Background: an optimization exercise with open tools, aiming at small area and a short achievable clock period. Do not read the settings as production practice. Only simulation tests tie the RTL to the original design; equivalence was not proved. No activity file was given, so power comes from the tool's default toggle rates.

== run 1 ==
// DCIM
module DCIM (
    input clk,
    input rst_n,
    input in_valid,
    input [127:0] in_data1,
    input [127:0] in_data2,
    input [127:0] in_data3,
    input [127:0] in_data4,
    output reg out_valid,
    output reg [12:0] O1,
    output reg [12:0] O2,
    output reg [12:0] O3,
    output reg [12:0] O4
);
reg [5:1] v;
reg [1:0] cnt1;
reg [1:0] cnt2;
reg [1:0] cnt3;
reg [1:0] cnt4;
reg l5, l6;
reg keep1;
reg keep2;
reg keep3;
reg keep4;
always @(posedge clk or negedge rst_n) begin
    if (!rst_n) begin
        v <= 5'd0; l5 <= 1'b0; l6 <= 1'b0; out_valid <= 1'b0; O1 <= 13'd0; cnt1 <= 2'd0; keep1 <= 1'b0; O2 <= 13'd0; cnt2 <= 2'd0; keep2 <= 1'b0; O3 <= 13'd0; cnt3 <= 2'd0; keep3 <= 1'b0; O4 <= 13'd0; cnt4 <= 2'd0; keep4 <= 1'b0;
    end else begin
        v <= {v[4:1], in_valid};
        if (v[5]) begin cnt1 <= cnt1 + 2'd1; keep1 <= ~(&cnt1); end
        if (v[5]) begin cnt2 <= cnt2 + 2'd1; keep2 <= ~(&cnt2); end
        if (v[5]) begin cnt3 <= cnt3 + 2'd1; keep3 <= ~(&cnt3); end
        if (v[5]) begin cnt4 <= cnt4 + 2'd1; keep4 <= ~(&cnt4); end
        l5 <= v[5] & (&cnt1);
        l6 <= l5;
        out_valid <= l6;
        O1 <= l6 ? Q1 : 13'd0;
        O2 <= l6 ? Q2 : 13'd0;
        O3 <= l6 ? Q3 : 13'd0;
        O4 <= l6 ? Q4 : 13'd0;
    end
end
wire c1_s1 = in_data1[0] ^ in_data1[4] ^ in_data1[8];
  ...
==> flow/config.mk <==
export PLATFORM = sky130hd
export DESIGN_NAME = DCIM
export DESIGN_NICKNAME = DCIM
export VERILOG_FILES = /design/flow/design.v
export SDC_FILE = /design/flow/constraint.sdc
export NUM_CORES = 4
export LEC_CHECK = 0
export CAP_MARGIN = 20
export CORE_MARGIN = 2
export CORE_UTILIZATION = 60
export CTS_CLUSTER_DIAMETER = 80
export CTS_CLUSTER_SIZE = 30
export SETUP_SLACK_MARGIN = 0.85
export SLEW_MARGIN = 20
==> flow/constraint.sdc <==
create_clock -name core_clock -period 2.4 [get_ports {clk}]
set_input_delay 0.4800 -clock core_clock [delete_from_list [all_inputs] [get_ports {clk}]]
set_output_delay 0.4800 -clock core_clock [all_outputs]
set_load 0.01 [all_outputs]
standard.sh (not shown) runs the stock make flow with config.mk's settings and CLKGATE_MAP_FILE= SYNTH_SCRIPT=/design/flow/synth_recipe.tcl, a recipe that flattens the netlist after the stock synthesis.
==> flow/flow/run.sh <==
#!/bin/bash
# Standard ORFS layout with two changes:
#  - SYNTH_ARGS=-noabc: skip the abc -fast inside Yosys's generic synth, so the
#    full adders written in the RTL reach extract_fa in their plain polarity
#    (no inverters around every full adder); the final liberty abc still runs.
#  - port buffers use buf_1.
set -euo pipefail
bash standard.sh SYNTH_ARGS=-noabc "BUFFER_PORTS_ARGS=-buffer_cell sky130_fd_sc_hd__buf_1" finish > flow_make.log 2>&1
Edits applied to the flow inputs when going from run 1 to run 2:
Settings: SETUP_SLACK_MARGIN: 0.85 -> 0.8; GPL_TIMING_DRIVEN: unset -> 0.
--- outcome ---
Est. power | run 2 vs run 1 | run 2 lower. Compared with run 1, in run 2 ratio of final minimum period to clock period has decreased, number of DRC markers in iteration 0 down 23%, power per unit of standard cell area about even. Every stage of the flow completed for run 2, and the final layout passed the timing, design-rule and antenna checks. Taking run 1 as the reference point, the non-clock buffer count of run 2 rises by about 0.33%. Relative to run 1, time the final worst path needs with I/O delays and setup has decreased by 0.017 ns in run 2. Between run 1 and run 2, highest achievable clock rate increased.
Modified inputs, run 3 compared to run 2
Settings: an added PLACE_DENSITY of 0.8.
Results
Number of gates resized after cts up 36 in run 3 wrt run 2
Run 3 vs. run 2: power closely matched the old numbers; end-of-flow core utilization increased by 0.31 points relative to the old numbers; maximum achievable frequency decreased by about 2% relative to the old numbers.
Looking at area added between synthesis and finish across run 3 and run 2, the one that comes out lower is run 2.
Relative to run 2, the wire length after detailed routing measured on run 3 has decreased by a little under 10%.
Between run 3 and run 2, the difference in cell count is negligible.
Compared with run 2, run 3 shows a higher pre-CTS setup slack.
On later-pin clock latency in the skew report: between run 3 and run 2, it ends up higher for run 2.
Input-level comparison between run 4 and run 3:
Settings: PLACE_DENSITY no longer set, was 0.8; GPL_TIMING_DRIVEN no longer set, was 0; SETUP_SLACK_MARGIN now 0.76, was 0.8.
==> comparison <==
Comparing run 4 and run 3, wire length of the first global-routing pass is higher on run 4.
Summary of the comparison: clock buffer instance count of the final layout is lower in run 4, relative to run 3.
[compare] base=run 3 new=run 4: worst-case setup margin in the final layout increased 0.0031 ns; combinational power stayed essentially flat.
Run 4 reports its capturing instance or port of the critical path as P1[6] while run 3 reports O2[6].
Input changes introduced in run 5 (baseline for comparison: run 4):
Settings: SETUP_SLACK_MARGIN changed from 0.76 to 0.8; PLACE_DENSITY newly set to 0.7; GPL_TIMING_DRIVEN newly set to 0.
## What came out
- Diff run 4 -> run 5: maximum clock rate down about 0.7%, hold slack up 0.20 ns.
- Run 4 → run 5: number of setup buffers added after CTS went up, final cycle utilization of the critical path went up, part of the power in registers shrank by 0.3 points.
- Run 5 reports its startpoint of the most critical setup path as O2[7] while run 4 reports as1[2].
- Delta (run 5 minus run 4): maximum VDD drop now sits lower; global-route usage decreased by 4.3 points relative to the old numbers; total clock buffers created by CTS up 1; power fell by about 0.8%; combinational fraction of design power went down 0.3 points.

* * *

## lane 1
Starting RTL as in the previous note.
export LEC_CHECK = 0
export CAP_MARGIN = 20
export CORE_MARGIN = 2
export CORE_UTILIZATION = 60
export SETUP_SLACK_MARGIN = 0.8
export SLEW_MARGIN = 20
create_clock -name core_clock -period 2.4 [get_ports {clk}]
Scripts as last shown in full above: flow/flow/run.sh
Lane 1 | status: complete | timing, DRC, antenna: pass
Input-level comparison between lane 2 and lane 1:
Settings: putting CTS_CLUSTER_SIZE at 30 where nothing was set; putting CTS_CLUSTER_DIAMETER at 80 where nothing was set; swapping 60 for 55 in CORE_UTILIZATION.
Findings:
Delta(global-route usage, lane 2 - lane 1) < 0. Between lane 1 and lane 2, the difference in final non-filler cell total is negligible. Against lane 1, wire length in lane 2 came out better. Changes observed in lane 2 relative to lane 1: count of clock-net buffers in the final layout now sits lower; post-route fraction of the period consumed by the critical path now sits lower.
[inputs] lane 3 vs lane 2
Settings: a change of CORE_UTILIZATION from 55 to 60.
--- outcome ---
End-of-flow core utilization on lane 3 is up relative to lane 2.
Design area of lane 3 falls short of that of lane 2 slightly.
Headroom to the max-slew limit for lane 3: 19 points down relative to lane 2
Note that the wire length after detailed routing recorded for lane 3 amounts to 1.3 times the value seen in lane 2.
> inputs changed (lane 3 -> lane 4)
Settings: TNS_END_PERCENT newly set to 10.
Results
Register-to-register slack sits lower in lane 4 than in lane 3.
Going from lane 3 to lane 4, clock-buffer cell count went up, core utilization dropped 1.1 points, clock period minus worst slack picked up an extra 0.047 ns.
Diff lane 4 and lane 3: static power due to leakage higher in lane 3
Global routing usage on met1 in lane 4 is 0.21 points higher than in lane 3
On post-route standard cell area excluding fillers, lane 3 loses to lane 4.
input pin to register as the class of the worst hold path was reported by lane 4, and input pin to async pin by lane 3.
Edits applied to the flow inputs when going from lane 4 to lane 5:
Settings: removing TNS_END_PERCENT (formerly 10); changing CORE_UTILIZATION from 60 to 66.
### Flow results
Pin count of the biggest net entering global routing (lane 5 / lane 4): 1.12
Lane 5 does worse than lane 4 on power.
Lane 5: fraction of cell area in non-clock buffers is 0.40 points higher than what lane 4 reported.
Setup WNS lane 4 -> lane 5: better
When the final numbers for lane 4 and lane 5 were put side by side, the total leakage power turned out to be greater in lane 5.
Re combinational share of power: lane 4 was lower than lane 5.

## re-timing with driven ports
The flow's constraints put no driver on any port. The routed layouts listed below were extracted and timed again, unchanged, in two steps.
Step 1 assumes that a clkbuf_16 drives the clock port and a buf_2 every other input.
Step 2 also shifts input and output timing later by t, the mid clock arrival at the registers, as if the neighbouring blocks saw the same clock.
a / b / c = ideal / step 1 / step 2; a / b = the first two.
run	t, ns	setup WS [ns]	hold slack, ns	slew at the worst register clock pin (ns)	worst slew at a driven data input, ns
run 1	0.653	0.754 / 0.686 / 0.187	0.202 / 0.159 / 0.334	0.11 / 0.11	0.17
run 2	0.663	0.771 / 0.706 / 0.157	0.191 / 0.173 / 0.328	0.11 / 0.11	0.12
run 3	0.641	0.739 / 0.679 / 0.188	0.222 / 0.186 / 0.328	0.11 / 0.11	0.10
run 4	0.661	0.742 / 0.692 / 0.132	0.012 / -0.026 / 0.331	0.11 / 0.11	0.09
run 5	0.653	0.731 / 0.672 / 0.167	0.211 / 0.181 / 0.332	0.11 / 0.11	0.10
lane 1	0.670	0.730 / 0.667 / 0.142	0.021 / -0.015 / 0.326	0.07 / 0.07	0.10
lane 2	0.655	0.746 / 0.685 / 0.265	0.197 / 0.166 / 0.323	0.11 / 0.11	0.06
lane 3	0.661	0.755 / 0.690 / 0.178	0.013 / -0.026 / 0.331	0.11 / 0.11	0.09
lane 4	0.639	0.708 / 0.708 / 0.135	0.218 / 0.189 / 0.331	0.11 / 0.11	0.16
lane 5	0.640	0.730 / 0.664 / 0.107	0.230 / 0.192 / 0.333	0.11 / 0.11	0.16
After both steps setup and hold are still met in every run listed. For lane 5, which loses most, drivers alone change the setup slack by -0.066 ns; drivers and shift together by -0.623 ns.
